What follows belongs to an exercise in optimizing a design on an open flow for small area, a short achievable clock period and few clock cycles; a production flow would make more cautious choices.
The RTL was checked by simulation tests, not by an equivalence proof against the original design.
Power is estimated from default activity; no workload was simulated.

## run 1
==> flow/design.v <==
module MFE(clk, reset, ready, busy, iaddr, idata, data_rd, addr, data_wr, wen);
input              clk, reset;
input              ready;
output reg         busy;
output reg  [13:0] iaddr;
input       [ 7:0] idata;
input       [ 7:0] data_rd;
output reg  [13:0] addr;
output reg  [ 7:0] data_wr;
output reg         wen;
function gt8;
    input [7:0] a, b;
    reg [7:0] g1, e1;
    reg [3:0] g2, e2;
    reg [1:0] g3, e3;
    integer i;
    begin
        g1 = a & ~b;
        e1 = a | ~b;
        for (i = 0; i < 4; i = i + 1) begin
            g2[i] = g1[2*i+1] | (e1[2*i+1] & g1[2*i]);
            e2[i] = g1[2*i+1] | (e1[2*i+1] & e1[2*i]);
        end
        for (i = 0; i < 2; i = i + 1) begin
            g3[i] = g2[2*i+1] | (e2[2*i+1] & g2[2*i]);
            e3[i] = g2[2*i+1] | (e2[2*i+1] & e2[2*i]);
        end
        gt8 = g3[1] | (e3[1] & g3[0]);
    end
endfunction
reg        p_first, p_second, p_third;
reg  [1:0] pcnt;        
reg        zcol;        
reg        znew;        
wire [6:0] rrow = iaddr[13:7];
wire [6:0] rcol = iaddr[6:0];
wire       pix_ok = !((p_third && rrow == 7'd127) || (p_second && rrow == 7'd0));
reg  [7:0] r0;
reg  [7:0] q0, q1, q2;                 
wire       ce0 = gt8(q0, r0) | p_first;
wire       ce1 = gt8(q1, r0) | !p_third;
always @(posedge clk) begin
    r0 <= pix_ok ? idata : 8'd0;
    q0 <= ce0 ? r0 : q0;
    q1 <= ce0 ? q0 : (ce1 ? r0 : q1);
    q2 <= ce1 ? q1 : r0;
end
reg  [23:0] P, Q;
always @(posedge clk) begin
    Q <= P;
    P <= p_first ? {q2, q1, q0} : Q;
end
wire [7:0] ql = Q[ 7: 0];
wire [7:0] qm = Q[15: 8];
wire [7:0] qh = Q[23:16];
wire [7:0] vl = zcol ? 8'd0 : ql;
wire [7:0] vh = zcol ? 8'd0 : qh;
reg  [7:0] L, H, M;
wire gtL = gt8(ql, L) & ~zcol;
wire ltH = gt8(H, qh) | zcol;
wire [7:0] ma = qm, mb = P[15:8], mc = q1;
wire m_ab = gt8(ma, mb) & ~zcol;
wire m_ac = (gt8(ma, mc) | znew) & ~zcol;
wire m_bc = gt8(mb, mc) | znew;
wire [7:0] m_med = m_ab ? (m_bc ? mb : (m_ac ? mc : ma)) : (m_ac ? ma : (m_bc ? mc : mb));
always @(posedge clk) begin
    if (p_first | gtL) L <= vl;
    if (p_first | ltH) H <= vh;
    if (p_first) M <= m_med;
end
wire f_ab = gt8(L, M), f_ac = gt8(L, H), f_bc = gt8(M, H);
wire [7:0] f_med = f_ab ? (f_bc ? M : (f_ac ? H : L)) : (f_ac ? L : (f_bc ? H : M));
always @(posedge clk) begin
    data_wr <= f_med;
end
reg        act;
reg        last;        
always @(posedge clk or posedge reset) begin
    if (reset) begin
        busy     <= 1'b0;
        act      <= 1'b0;
        wen      <= 1'b0;
        last     <= 1'b0;
        p_first  <= 1'b0;
        p_second <= 1'b0;
        p_third  <= 1'b1;
        pcnt     <= 2'd0;
    end else begin
        wen <= act && p_first && pcnt == 2'd3;
        last <= act && p_first && pcnt == 2'd3 && iaddr == 14'd2;
        if (!act) begin
            pcnt <= 2'd0;
            if (ready) begin
                busy     <= 1'b1;
                act      <= 1'b1;
                p_first  <= 1'b1;
                p_third  <= 1'b0;
            end
        end else begin
            p_first  <= p_third;
            p_second <= p_first;
            p_third  <= p_second;
            if (p_first && pcnt != 2'd3) pcnt <= pcnt + 2'd1;
            if (last) begin
                busy     <= 1'b0;
                act      <= 1'b0;
                p_first  <= 1'b0;
                p_second <= 1'b0;
                p_third  <= 1'b1;
            end
        end
    end
end
always @(posedge clk) begin
    zcol <= (p_second && rcol == 7'd1) || (p_third && rcol == 7'd2);
    znew <= rcol == 7'd1;
    if ((!act && !ready) || last) iaddr <= 14'd16256;
    else                 iaddr <= iaddr + (p_second ? 14'd16129 : 14'd128);
    addr <= iaddr - 14'd3;
end
endmodule
==> flow/config.mk <==
export PLATFORM = sky130hd
export DESIGN_NAME = MFE
export DESIGN_NICKNAME = MFE
export VERILOG_FILES = /design/flow/design.v
export SDC_FILE = /design/flow/constraint.sdc
export NUM_CORES = 4
export LEC_CHECK = 0
export CAP_MARGIN = 20
export CORE_MARGIN = 2
export CORE_UTILIZATION = 40
export CTS_BUF_LIST = sky130_fd_sc_hd__clkbuf_4 sky130_fd_sc_hd__clkbuf_8
export SETUP_SLACK_MARGIN = 4.5
export SLEW_MARGIN = 20
==> flow/constraint.sdc <==
create_clock -name core_clock -period 7.0 [get_ports {clk}]
set_input_delay 1.4000 -clock core_clock [delete_from_list [all_inputs] [get_ports {clk}]]
set_output_delay 1.4000 -clock core_clock [all_outputs]
set_load 0.01 [all_outputs]
standard.sh (not shown) runs the stock make flow with config.mk's settings and CLKGATE_MAP_FILE= SYNTH_SCRIPT=/design/flow/synth_recipe.tcl, a recipe that flattens the netlist after the stock synthesis.
==> flow/flow/run.sh <==
#!/bin/bash
# The standard layout (the standard.sh, all ORFS steps), with three changes:
#  - Yosys's ABC maps with flow/abc_speed.script (the classic delay-targeted
#    mapper) in place of ORFS's abc_speed.script; ORFS's scripts are otherwise
#    used unchanged, from a copy in this folder;
#  - the ports get plain buf_2 buffers instead of the default delay-cell choice;
#  - clock tree synthesis uses no dummy loads.
set -euo pipefail
here=$(pwd)
rm -rf "$here/orfs_scripts"
cp -r "$FLOW_HOME/scripts" "$here/orfs_scripts"
cp "$here/flow/abc_speed.script" "$here/orfs_scripts/abc_speed.script"
bash standard.sh \
  SCRIPTS_DIR="$here/orfs_scripts" \
  BUFFER_PORTS_ARGS="-buffer_cell sky130_fd_sc_hd__buf_2" \
  CTS_ARGS="-sink_clustering_enable -repair_clock_nets -dont_use_dummy_load -buf_list {sky130_fd_sc_hd__clkbuf_4 sky130_fd_sc_hd__clkbuf_8}" \
  finish > standard.log 2>&1
==> flow/flow/abc_speed.script <==
strash
dch
map -D 1300
topo
buffer -c
upsize -c -D 1300
dnsize -c -D 1300
Testbench counts of run 1, summed over its fixed seeds: cycles 393,296.
Inputs modified between run 1 and run 2:
==> flow/design.v <==
module MFE(clk, reset, ready, busy, iaddr, idata, data_rd, addr, data_wr, wen);
input              clk, reset;
input              ready;
output reg         busy;
output reg  [13:0] iaddr;
input       [ 7:0] idata;
input       [ 7:0] data_rd;
output reg  [13:0] addr;
output reg  [ 7:0] data_wr;
output reg         wen;
function gt8;
    input [7:0] a, b;
    reg [7:0] g1, e1;
    reg [3:0] g2, e2;
    reg [1:0] g3, e3;
    integer i;
    begin
        g1 = a & ~b;
        e1 = a | ~b;
        for (i = 0; i < 4; i = i + 1) begin
            g2[i] = g1[2*i+1] | (e1[2*i+1] & g1[2*i]);
            e2[i] = g1[2*i+1] | (e1[2*i+1] & e1[2*i]);
        end
        for (i = 0; i < 2; i = i + 1) begin
            g3[i] = g2[2*i+1] | (e2[2*i+1] & g2[2*i]);
            e3[i] = g2[2*i+1] | (e2[2*i+1] & e2[2*i]);
        end
        gt8 = g3[1] | (e3[1] & g3[0]);
    end
endfunction
reg        p_first, p_second, p_third;
reg  [1:0] pcnt;        
reg        zcol;        
wire [6:0] rrow = iaddr[13:7];
wire [6:0] rcol = iaddr[6:0];
wire       pix_ok = !((p_third && rrow == 7'd127) || (p_second && rrow == 7'd0));
reg  [7:0] r0;
reg  [7:0] q0, q1, q2;                 
wire       ce0 = gt8(q0, r0) | p_first;
wire       ce1 = gt8(q1, r0) | !p_third;
always @(posedge clk) begin
    r0 <= pix_ok ? idata : 8'd0;
    q0 <= ce0 ? r0 : q0;
    q1 <= ce0 ? q0 : (ce1 ? r0 : q1);
    q2 <= ce1 ? q1 : r0;
end
reg  [23:0] P, Q;
always @(posedge clk) begin
    Q <= P;
    P <= p_first ? {q2, q1, q0} : Q;
end
wire [7:0] ql = Q[ 7: 0];
wire [7:0] qm = Q[15: 8];
wire [7:0] qh = Q[23:16];
wire [7:0] vl = zcol ? 8'd0 : ql;
wire [7:0] vm = zcol ? 8'd0 : qm;
wire [7:0] vh = zcol ? 8'd0 : qh;
reg  [7:0] L, H, mn, mx;
wire gtL = gt8(ql, L) & ~zcol;
wire ltH = gt8(H, qh) | zcol;
wire gtm = gt8(qm, mn) & ~zcol;
wire ltx = gt8(mx, qm) | zcol;
always @(posedge clk) begin
    if (p_first | gtL) L <= vl;
    if (p_first | ltH) H <= vh;
    if (p_first) begin
        mn <= vm;
        mx <= vm;
    end else if (p_second) begin
        if (!gtm) mn <= vm;
        if (!ltx) mx <= vm;
    end else begin
        if (gtm) mn <= ltx ? vm : mx;
    end
end
wire f_ab = gt8(L, mn), f_ac = gt8(L, H), f_bc = gt8(mn, H);
wire [7:0] f_med = f_ab ? (f_bc ? mn : (f_ac ? H : L)) : (f_ac ? L : (f_bc ? H : mn));
always @(posedge clk) begin
    if (p_first) data_wr <= f_med;
end
always @(posedge clk or posedge reset) begin
    if (reset) begin
        busy     <= 1'b0;
        wen      <= 1'b0;
        p_first  <= 1'b0;
        p_second <= 1'b0;
        p_third  <= 1'b1;
        pcnt     <= 2'd0;
    end else begin
        wen <= busy && p_first && pcnt == 2'd3;
        if (!busy) begin
            pcnt <= 2'd0;
            if (ready) begin
                busy     <= 1'b1;
                p_first  <= 1'b1;
                p_third  <= 1'b0;
            end
        end else begin
            p_first  <= p_third;
            p_second <= p_first;
            p_third  <= p_second;
            if (p_first && pcnt != 2'd3) pcnt <= pcnt + 2'd1;
            if (wen && addr == 14'd16383) begin
                busy     <= 1'b0;
                p_first  <= 1'b0;
                p_second <= 1'b0;
                p_third  <= 1'b1;
            end
        end
    end
end
always @(posedge clk) begin
    zcol <= (p_second && rcol == 7'd1) || (p_third && rcol == 7'd2);
    if (!busy) begin
        iaddr <= ready ? 14'd16256 + 14'd128 : 14'd16256;
    end else begin
        iaddr <= iaddr + (p_second ? 14'd16129 : 14'd128);
    end
    addr <= iaddr - 14'd3;
end
endmodule
Results
- Run 2 | stages: all done | timing, DRC, antenna: all pass
- Having completed the whole flow, run 1 delivered a layout that passed the timing, DRC and antenna checks.
- Run 2 packs its core more tightly than run 1.
- Changes observed in run 2 relative to run 1: power has decreased, non-clock buffer count moved up, half-perimeter wire length of the detailed placement result now sits higher, part of the total power dissipated in combinational logic went down by 28 points, later-pin clock latency in the skew report down 0.02 ns.
- Run 1 ended up with dfxtp_1 as its critical path's slowest cell; run 2 ended up with dfxtp_2.
- Run 2 does worse than run 1 on tightest hold margin.
Testbench counts of run 2, summed over its fixed seeds: cycles 393,296.

[static timing again, ports no longer ideal]
How much do the figures lean on ideal ports? The routed layouts below were timed once more, with nothing changed but the port constraints.
Step 1 (the two cells are an assumption about what drives the block):
set clk [get_ports {clk}]
set_driving_cell -lib_cell sky130_fd_sc_hd__clkbuf_16 $clk
set_driving_cell -lib_cell sky130_fd_sc_hd__buf_2 [delete_from_list [all_inputs] $clk]
Step 2 adds t to the input delays and takes it off the output delays; t is the mean of the earliest and latest rising clock arrival at the registers after step 1. Input paths then give back, and output paths get back, about the clock's delay inside the block.
a / b / c = ideal / step 1 / step 2; a / b = the first two.
run	t, ns	setup slack, ns	worst setup path at the end
run 1	0.479	4.556 / 4.519 / 4.260	input to register
run 2	0.471	4.575 / 4.537 / 4.672	register to register
After both steps every run listed still meets setup and hold. The setup slack of run 1, which loses most, moves by -0.037 ns with the drivers and by -0.296 ns with both steps.
